Source: an optimization exercise on an open RTL-to-GDS flow (aim: small area, a short achievable clock period and few clock cycles per item). Production flows keep margins and buffers that such runs may drop.
At most, simulation tests tie the RTL to the original design; equivalence was not proved.
Power is estimated from default activity; no workload was simulated.

==> flow/design.v (excerpt) <==
module TopModule
#(
      parameter integer   AXI_DATA_WIDTH	  = 32
    , parameter integer   AXI_ADDR_WIDTH	  = 8
)
(
    input  logic                              clk
  , input  logic                              areset_n
  , input  logic [AXI_ADDR_WIDTH - 1 : 0]     S00_AXI_AWADDR
  , input  logic                              S00_AXI_AWVALID
  , output logic                              S00_AXI_AWREADY
  , input  logic [AXI_DATA_WIDTH - 1 : 0]     S00_AXI_WDATA
  , input  logic [(AXI_DATA_WIDTH/8)-1 : 0]   S00_AXI_WSTRB
  , input  logic                              S00_AXI_WVALID
  , output logic                              S00_AXI_WREADY
  , output logic [1 : 0]                      S00_AXI_BRESP
  , output logic                              S00_AXI_BVALID
  , input  logic                              S00_AXI_BREADY
  , input  logic [AXI_ADDR_WIDTH - 1 : 0]     S00_AXI_ARADDR
  , input  logic                              S00_AXI_ARVALID
  , output logic                              S00_AXI_ARREADY
  , output logic [AXI_DATA_WIDTH - 1 : 0]     S00_AXI_RDATA
  , output logic [1 : 0]                      S00_AXI_RRESP
  , output logic                              S00_AXI_RVALID
  , input  logic                              S00_AXI_RREADY
);
Size: about 2200 cells after synthesis, roughly 25000 sq um of cells after synthesis.
==> module S00_AXI, before the edit <==
module S00_AXI
#(
	  parameter integer AXI_DATA_WIDTH	= 32
	, parameter integer AXI_ADDR_WIDTH	= 8
	, parameter integer AXI_REGS_COUNT	= 20
)
(
	  input  logic                              AXI_ACLK
	, input  logic                              AXI_ARESETN
	, input  logic [AXI_ADDR_WIDTH - 1 : 0]     AXI_AWADDR
	, input  logic                              AXI_AWVALID
	, output logic                              AXI_AWREADY
	, input  logic [AXI_DATA_WIDTH - 1 : 0]     AXI_WDATA
	, input  logic [(AXI_DATA_WIDTH/8)-1 : 0]   AXI_WSTRB
	, input  logic                              AXI_WVALID
	, output logic                              AXI_WREADY
	, output logic [1 : 0]                      AXI_BRESP
	, output logic                              AXI_BVALID
	, input  logic                              AXI_BREADY
	, input  logic [AXI_ADDR_WIDTH - 1 : 0]     AXI_ARADDR
	, input  logic                              AXI_ARVALID
	, output logic                              AXI_ARREADY
	, output logic [AXI_DATA_WIDTH - 1 : 0]     AXI_RDATA
	, output logic [1 : 0]                      AXI_RRESP
	, output logic                              AXI_RVALID
	, input  logic                              AXI_RREADY
);
	localparam integer NBYTES = AXI_DATA_WIDTH/8;
	assign AXI_AWREADY = 1'b1;
	assign AXI_WREADY  = 1'b1;
	assign AXI_ARREADY = 1'b1;
	assign AXI_BRESP   = 2'b00;
	assign AXI_RRESP   = 2'b00;
	logic                          aw_got, w_got, commit, bvalid;
	logic [AXI_REGS_COUNT - 1 : 0] wrow;
	logic [NBYTES - 1 : 0]         wstrb;
	logic aw_ok, w_ok;
	assign aw_ok = aw_got | AXI_AWVALID;
	assign w_ok  = w_got  | AXI_WVALID;
	always_ff @(posedge AXI_ACLK)
	begin
		if (!AXI_ARESETN)
		begin
			aw_got <= 1'b0;
			w_got  <= 1'b0;
			bvalid <= 1'b0;
		end
		else
		begin
			aw_got <= aw_ok & ~w_ok;
			w_got  <= w_ok & ~aw_ok;
			bvalid <= bvalid ? ~AXI_BREADY : (aw_ok & w_ok);
		end
	end
	assign AXI_BVALID = bvalid;
	always_ff @(posedge AXI_ACLK)
	begin
		if (!AXI_ARESETN)
		begin
			commit <= 1'b1;
			wrow   <= '1;
			wstrb  <= '1;
		end
		else
		begin
			commit <= aw_ok & w_ok;
			if (!aw_got)
				for (integer i = 0; i < AXI_REGS_COUNT; i = i + 1)
					wrow[i] <= (AXI_AWADDR[6:2] == i);
			if (!w_got) wstrb <= AXI_WSTRB;
		end
	end
	logic [AXI_DATA_WIDTH - 1 : 0] regs_n [AXI_REGS_COUNT];
	logic [AXI_DATA_WIDTH - 1 : 0] rdata;
	logic [AXI_DATA_WIDTH - 1 : 0] wdata_n;
	assign wdata_n = ~rdata;
	genvar r, b;
	generate
		for (r = 0; r < AXI_REGS_COUNT; r = r + 1)
		begin : g_row
			for (b = 0; b < NBYTES; b = b + 1)
			begin : g_byte
				logic ld;
				logic [7:0] nxt;
				assign ld = commit & wrow[r] & wstrb[b];
				for (genvar i = 0; i < 8; i = i + 1)
				begin : g_bit
					AO22 u_ao (.a(ld), .b(wdata_n[b*8+i]), .c(~ld), .d(regs_n[r][b*8+i]), .y(nxt[i]));
				end
				always_ff @(posedge AXI_ACLK) regs_n[r][b*8 +: 8] <= nxt;
			end
		end
	endgenerate
	logic                          rvalid, rvalid_o;
	logic                          rvalid_n;
	assign rvalid_n = AXI_ARESETN & (rvalid ? ~AXI_RREADY : AXI_ARVALID);
	always_ff @(posedge AXI_ACLK) rvalid <= rvalid_n;
	OUTREG u_rvalid_o (.clk(AXI_ACLK), .d(rvalid_n), .q(rvalid_o));
	logic [3:0]                    lo;
	logic [7:0]                    hi;
	logic [AXI_REGS_COUNT - 1 : 0] rsel_n;
	DEC2  u_lo (.a(AXI_ARADDR[3:2]), .y(lo));
	DEC3H u_hi (.a(AXI_ARADDR[6:4]), .en(AXI_ARVALID), .y(hi));
	for (genvar i = 0; i < AXI_REGS_COUNT; i = i + 1)
	begin : g_rsel
		NAND2 u_nand (.a(hi[i / 4]), .b(lo[i % 4]), .y(rsel_n[i]));
	end
	logic hold;
	assign hold = rvalid | w_got;
	for (genvar i = 0; i < AXI_DATA_WIDTH; i = i + 1)
	begin : g_rbit
		logic [11:0] t;
		for (genvar j = 0; j < 10; j = j + 1)
		begin : g_pair
			OAI22 u_oai (.a(rsel_n[2*j]), .b(regs_n[2*j][i]), .c(rsel_n[2*j+1]), .d(regs_n[2*j+1][i]), .y(t[j]));
		end
		AND2 u_hold (.a(hold), .b(rdata[i]), .y(t[10]));
		AND2 u_wr (.a(AXI_WVALID), .b(AXI_WDATA[i]), .y(t[11]));
		logic rnext;
		OR12 u_or (.a(t), .y(rnext));
		always_ff @(posedge AXI_ACLK) rdata[i] <= rnext;
	end
	assign AXI_RDATA  = rdata;
	assign AXI_RVALID = rvalid_o;
endmodule
==> module DEC3H, before the edit <==
module DEC3H
(
	  input  logic [2:0] a
	, input  logic       en
	, output logic [7:0] y
);
	always_comb
		for (integer i = 0; i < 8; i = i + 1)
			y[i] = en & (a == i);
endmodule
export LEC_CHECK = 0
export CAP_MARGIN = 20
export CORE_MARGIN = 2
export CORE_UTILIZATION = 50
export CTS_CLUSTER_DIAMETER = 90
export CTS_CLUSTER_SIZE = 30
export SETUP_SLACK_MARGIN = 2.5
export SLEW_MARGIN = 20
export SYNTH_HIERARCHICAL = 1
export SYNTH_MINIMUM_KEEP_SIZE = 0
create_clock -name core_clock -period 4.5 [get_ports {clk}]
standard.sh (not shown) runs the stock make flow with config.mk's settings and CLKGATE_MAP_FILE= SYNTH_SCRIPT=/design/flow/synth_recipe.tcl, a recipe that flattens the netlist after the stock synthesis.
==> flow/flow/run.sh <==
#!/bin/bash
# The standard layout, with the port buffers inserted as buf_4 rather than the
# weakest buffer (the resizer still sizes them where timing needs it).
set -euo pipefail
bash standard.sh BUFFER_PORTS_ARGS="-buffer_cell sky130_fd_sc_hd__buf_4" finish > standard.log 2>&1
The first run completed without violations.
Testbench counts at the start, summed over its fixed seeds: cycles 6,400, items 3,200.
Then changed:
--- a/flow/design.v
+++ b/flow/design.v
@@ -97,7 +97,7 @@
 	always_ff @(posedge AXI_ACLK) rvalid <= rvalid_n;
 	OUTREG u_rvalid_o (.clk(AXI_ACLK), .d(rvalid_n), .q(rvalid_o));
 	logic [3:0]                    lo;
-	logic [7:0]                    hi;
+	logic [4:0]                    hi;
 	logic [AXI_REGS_COUNT - 1 : 0] rsel_n;
 	DEC2  u_lo (.a(AXI_ARADDR[3:2]), .y(lo));
 	DEC3H u_hi (.a(AXI_ARADDR[6:4]), .en(AXI_ARVALID), .y(hi));
@@ -151,6 +151,14 @@
 );
 	assign y = ~((a | b) & (c | d));
 endmodule
+module NOR2
+(
+	  input  logic a
+	, input  logic b
+	, output logic y
+);
+	assign y = ~(a | b);
+endmodule
 module NAND2
 (
 	  input  logic a
@@ -211,11 +219,32 @@
 (
 	  input  logic [2:0] a
 	, input  logic       en
-	, output logic [7:0] y
-);
-	always_comb
-		for (integer i = 0; i < 8; i = i + 1)
-			y[i] = en & (a == i);
+	, output logic [4:0] y
+);
+	logic [2:0] a_n;
+	logic [3:0] lo_n;
+	logic [1:0] hi_n;
+	for (genvar i = 0; i < 3; i = i + 1)
+	begin : g_inv
+		INV u_inv (.a(a[i]), .y(a_n[i]));
+	end
+	for (genvar j = 0; j < 4; j = j + 1)
+	begin : g_lo
+		NAND2 u_nand (.a((j & 2) ? a[1] : a_n[1]), .b((j & 1) ? a[0] : a_n[0]), .y(lo_n[j]));
+	end
+	NAND2 u_hi0 (.a(en), .b(a_n[2]), .y(hi_n[0]));
+	NAND2 u_hi1 (.a(en), .b(a[2]),   .y(hi_n[1]));
+	for (genvar k = 0; k < 5; k = k + 1)
+	begin : g_y
+		NOR2 u_nor (.a(hi_n[k / 4]), .b(lo_n[k % 4]), .y(y[k]));
+	end
+endmodule
+module INV
+(
+	  input  logic a
+	, output logic y
+);
+	assign y = ~a;
 endmodule
 module TopModule
 #(
Design area shrinks by 0.49%.
Global-route usage decreases by 0.11 points.
Setup slack loses 0.0085 ns.
Wire length drops by 0.61%.
Sequential share of layout area goes up by 0.26 points.
Utilization decreases by 0.28 points.
The RTL of the second run of this note was laid out without a check of its function.

---

== the baseline ==
TopModule with an RTL version that a note above also has.
For scale: ~2200 cells after synthesis, about 100 I/O pins.
==> module S00_AXI, before the edit <==
module S00_AXI
#(
	  parameter integer AXI_DATA_WIDTH	= 32
	, parameter integer AXI_ADDR_WIDTH	= 8
	, parameter integer AXI_REGS_COUNT	= 20
)
(
	  input  logic                              AXI_ACLK
	, input  logic                              AXI_ARESETN
	, input  logic [AXI_ADDR_WIDTH - 1 : 0]     AXI_AWADDR
	, input  logic                              AXI_AWVALID
	, output logic                              AXI_AWREADY
	, input  logic [AXI_DATA_WIDTH - 1 : 0]     AXI_WDATA
	, input  logic [(AXI_DATA_WIDTH/8)-1 : 0]   AXI_WSTRB
	, input  logic                              AXI_WVALID
	, output logic                              AXI_WREADY
	, output logic [1 : 0]                      AXI_BRESP
	, output logic                              AXI_BVALID
	, input  logic                              AXI_BREADY
	, input  logic [AXI_ADDR_WIDTH - 1 : 0]     AXI_ARADDR
	, input  logic                              AXI_ARVALID
	, output logic                              AXI_ARREADY
	, output logic [AXI_DATA_WIDTH - 1 : 0]     AXI_RDATA
	, output logic [1 : 0]                      AXI_RRESP
	, output logic                              AXI_RVALID
	, input  logic                              AXI_RREADY
);
	localparam integer NBYTES = AXI_DATA_WIDTH/8;
	assign AXI_AWREADY = 1'b1;
	assign AXI_WREADY  = 1'b1;
	assign AXI_ARREADY = 1'b1;
	assign AXI_BRESP   = 2'b00;
	assign AXI_RRESP   = 2'b00;
	logic                          aw_got, w_got, commit, bvalid;
	logic [AXI_REGS_COUNT - 1 : 0] wrow;
	logic [NBYTES - 1 : 0]         wstrb;
	logic aw_ok, w_ok;
	assign aw_ok = aw_got | AXI_AWVALID;
	assign w_ok  = w_got  | AXI_WVALID;
	always_ff @(posedge AXI_ACLK)
	begin
		if (!AXI_ARESETN)
		begin
			aw_got <= 1'b0;
			w_got  <= 1'b0;
			bvalid <= 1'b0;
		end
		else
		begin
			aw_got <= aw_ok & ~w_ok;
			w_got  <= w_ok & ~aw_ok;
			bvalid <= bvalid ? ~AXI_BREADY : (aw_ok & w_ok);
		end
	end
	assign AXI_BVALID = bvalid;
	always_ff @(posedge AXI_ACLK)
	begin
		if (!AXI_ARESETN)
		begin
			commit <= 1'b1;
			wrow   <= '1;
			wstrb  <= '1;
		end
		else
		begin
			commit <= aw_ok & w_ok;
			if (!aw_got)
				for (integer i = 0; i < AXI_REGS_COUNT; i = i + 1)
					wrow[i] <= (AXI_AWADDR[6:2] == i);
			if (!w_got) wstrb <= AXI_WSTRB;
		end
	end
	logic [AXI_DATA_WIDTH - 1 : 0] regs_n [AXI_REGS_COUNT];
	logic [AXI_DATA_WIDTH - 1 : 0] rdata;
	logic [AXI_DATA_WIDTH - 1 : 0] wdata_n;
	assign wdata_n = ~rdata;
	genvar r, b;
	generate
		for (r = 0; r < AXI_REGS_COUNT; r = r + 1)
		begin : g_row
			for (b = 0; b < NBYTES; b = b + 1)
			begin : g_byte
				logic ld;
				logic [7:0] nxt;
				assign ld = commit & wrow[r] & wstrb[b];
				for (genvar i = 0; i < 8; i = i + 1)
				begin : g_bit
					AO22 u_ao (.a(ld), .b(wdata_n[b*8+i]), .c(~ld), .d(regs_n[r][b*8+i]), .y(nxt[i]));
				end
				always_ff @(posedge AXI_ACLK) regs_n[r][b*8 +: 8] <= nxt;
			end
		end
	endgenerate
	logic                          rvalid, rvalid_o;
	logic                          rvalid_n;
	assign rvalid_n = AXI_ARESETN & (rvalid ? ~AXI_RREADY : AXI_ARVALID);
	always_ff @(posedge AXI_ACLK) rvalid <= rvalid_n;
	OUTREG u_rvalid_o (.clk(AXI_ACLK), .d(rvalid_n), .q(rvalid_o));
	logic [3:0]                    lo;
	logic [4:0]                    hi;
	logic [AXI_REGS_COUNT - 1 : 0] rsel_n;
	DEC2  u_lo (.a(AXI_ARADDR[3:2]), .y(lo));
	DEC3H u_hi (.a(AXI_ARADDR[6:4]), .en(AXI_ARVALID), .y(hi));
	for (genvar i = 0; i < AXI_REGS_COUNT; i = i + 1)
	begin : g_rsel
		NAND2 u_nand (.a(hi[i / 4]), .b(lo[i % 4]), .y(rsel_n[i]));
	end
	logic hold;
	assign hold = rvalid | w_got;
	for (genvar i = 0; i < AXI_DATA_WIDTH; i = i + 1)
	begin : g_rbit
		logic [11:0] t;
		for (genvar j = 0; j < 10; j = j + 1)
		begin : g_pair
			OAI22 u_oai (.a(rsel_n[2*j]), .b(regs_n[2*j][i]), .c(rsel_n[2*j+1]), .d(regs_n[2*j+1][i]), .y(t[j]));
		end
		AND2 u_hold (.a(hold), .b(rdata[i]), .y(t[10]));
		AND2 u_wr (.a(AXI_WVALID), .b(AXI_WDATA[i]), .y(t[11]));
		logic rnext;
		OR12 u_or (.a(t), .y(rnext));
		always_ff @(posedge AXI_ACLK) rdata[i] <= rnext;
	end
	assign AXI_RDATA  = rdata;
	assign AXI_RVALID = rvalid_o;
endmodule
==> module NOR2, before the edit <==
module NOR2
(
	  input  logic a
	, input  logic b
	, output logic y
);
	assign y = ~(a | b);
endmodule
==> module DEC3H, before the edit <==
module DEC3H
(
	  input  logic [2:0] a
	, input  logic       en
	, output logic [4:0] y
);
	logic [2:0] a_n;
	logic [3:0] lo_n;
	logic [1:0] hi_n;
	for (genvar i = 0; i < 3; i = i + 1)
	begin : g_inv
		INV u_inv (.a(a[i]), .y(a_n[i]));
	end
	for (genvar j = 0; j < 4; j = j + 1)
	begin : g_lo
		NAND2 u_nand (.a((j & 2) ? a[1] : a_n[1]), .b((j & 1) ? a[0] : a_n[0]), .y(lo_n[j]));
	end
	NAND2 u_hi0 (.a(en), .b(a_n[2]), .y(hi_n[0]));
	NAND2 u_hi1 (.a(en), .b(a[2]),   .y(hi_n[1]));
	for (genvar k = 0; k < 5; k = k + 1)
	begin : g_y
		NOR2 u_nor (.a(hi_n[k / 4]), .b(lo_n[k % 4]), .y(y[k]));
	end
endmodule
==> module INV, before the edit <==
module INV
(
	  input  logic a
	, output logic y
);
	assign y = ~a;
endmodule
clock: 4.5 ns
lec_check: 0
cap_margin: 20
core_margin: 2
core_utilization: 50
cts_cluster_diameter: 80
cts_cluster_size: 25
setup_slack_margin: 2.5
slew_margin: 20
synth_hierarchical: 1
synth_minimum_keep_size: 0
Scripts as last shown in full above: flow/flow/run.sh
--- input diff the baseline..the candidate ---
--- a/flow/design.v
+++ b/flow/design.v
@@ -95,11 +95,11 @@
 	logic                          rvalid_n;
 	assign rvalid_n = AXI_ARESETN & (rvalid ? ~AXI_RREADY : AXI_ARVALID);
 	always_ff @(posedge AXI_ACLK) rvalid <= rvalid_n;
 	OUTREG u_rvalid_o (.clk(AXI_ACLK), .d(rvalid_n), .q(rvalid_o));
 	logic [3:0]                    lo;
-	logic [4:0]                    hi;
+	logic [7:0]                    hi;
 	logic [AXI_REGS_COUNT - 1 : 0] rsel_n;
 	DEC2  u_lo (.a(AXI_ARADDR[3:2]), .y(lo));
 	DEC3H u_hi (.a(AXI_ARADDR[6:4]), .en(AXI_ARVALID), .y(hi));
 	for (genvar i = 0; i < AXI_REGS_COUNT; i = i + 1)
 	begin : g_rsel
@@ -149,18 +149,10 @@
 	, input  logic d
 	, output logic y
 );
 	assign y = ~((a | b) & (c | d));
 endmodule
-module NOR2
-(
-	  input  logic a
-	, input  logic b
-	, output logic y
-);
-	assign y = ~(a | b);
-endmodule
 module NAND2
 (
 	  input  logic a
 	, input  logic b
 	, output logic y
@@ -217,36 +209,15 @@
 endmodule
 module DEC3H
 (
 	  input  logic [2:0] a
 	, input  logic       en
-	, output logic [4:0] y
-);
-	logic [2:0] a_n;
-	logic [3:0] lo_n;
-	logic [1:0] hi_n;
-	for (genvar i = 0; i < 3; i = i + 1)
-	begin : g_inv
-		INV u_inv (.a(a[i]), .y(a_n[i]));
-	end
-	for (genvar j = 0; j < 4; j = j + 1)
-	begin : g_lo
-		NAND2 u_nand (.a((j & 2) ? a[1] : a_n[1]), .b((j & 1) ? a[0] : a_n[0]), .y(lo_n[j]));
-	end
-	NAND2 u_hi0 (.a(en), .b(a_n[2]), .y(hi_n[0]));
-	NAND2 u_hi1 (.a(en), .b(a[2]),   .y(hi_n[1]));
-	for (genvar k = 0; k < 5; k = k + 1)
-	begin : g_y
-		NOR2 u_nor (.a(hi_n[k / 4]), .b(lo_n[k % 4]), .y(y[k]));
-	end
-endmodule
-module INV
-(
-	  input  logic a
-	, output logic y
-);
-	assign y = ~a;
+	, output logic [7:0] y
+);
+	always_comb
+		for (integer i = 0; i < 8; i = i + 1)
+			y[i] = en & (a == i);
 endmodule
 module TopModule
 #(
       parameter integer   AXI_DATA_WIDTH	  = 32
     , parameter integer   AXI_ADDR_WIDTH	  = 8
Findings:
No stage failed in the candidate, and the final checks on the layout all came back clean.
The candidate: transition at the pin with the smallest max-transition slack is 0.091 ns higher than what the baseline reported.
Against the baseline, the candidate reports a data arrival time of the worst path that is lower.
Going from the baseline to the candidate, the worst clock skew was found to have gone up by 0.0059 ns.
Compared with the baseline, post-route cell area in the candidate decreased slightly.
The candidate vs the baseline, final critical path time including I/O delays and setup went down by 0.052 ns.
Summary of the candidate over the baseline: worst hold slack barely changed; wire length on met1 saw an increase; critical path depth went down 5; global routing usage on met1 went up by 2.3 points.
Against the baseline, the candidate comes in 0.6 points higher on power share of the sequential group.
Testbench counts of the candidate, summed over its fixed seeds: cycles 6,400, items 3,200.
No functional check of the RTL was part of the baseline.

port drivers added, routing unchanged:
The flow's constraints put no driver on any port. The routed layouts listed below were extracted and timed again, unchanged, in two steps.
Step 1 (the two cells are an assumption about what drives the block):
set clk [get_ports {clk}]
set_driving_cell -lib_cell sky130_fd_sc_hd__clkbuf_16 $clk
set_driving_cell -lib_cell sky130_fd_sc_hd__buf_2 [delete_from_list [all_inputs] $clk]
Step 2 adds t to the input delays and takes it off the output delays; t is the mean of the earliest and latest rising clock arrival at the registers after step 1. Input paths then give back, and output paths get back, about the clock's delay inside the block.
Slacks: no drivers / after step 1 / after step 2; pairs: no drivers / after step 1.
run	t, ns	setup WS [ns]	hold slack, ns
the first run of note 1	0.685	2.473 / 2.417 / 1.820	0.449 / 0.418 / 0.479
the second run of note 1	0.689	2.465 / 2.404 / 1.862	0.428 / 0.398 / 0.477
the baseline	0.643	2.474 / 2.469 / 1.870	0.476 / 0.456 / 0.476
the candidate	0.639	2.526 / 2.465 / 1.931	0.478 / 0.454 / 0.478
After both steps every run listed still meets setup and hold. The setup slack of the first run of note 1, which loses most, moves by -0.056 ns with the drivers and by -0.653 ns with both steps.
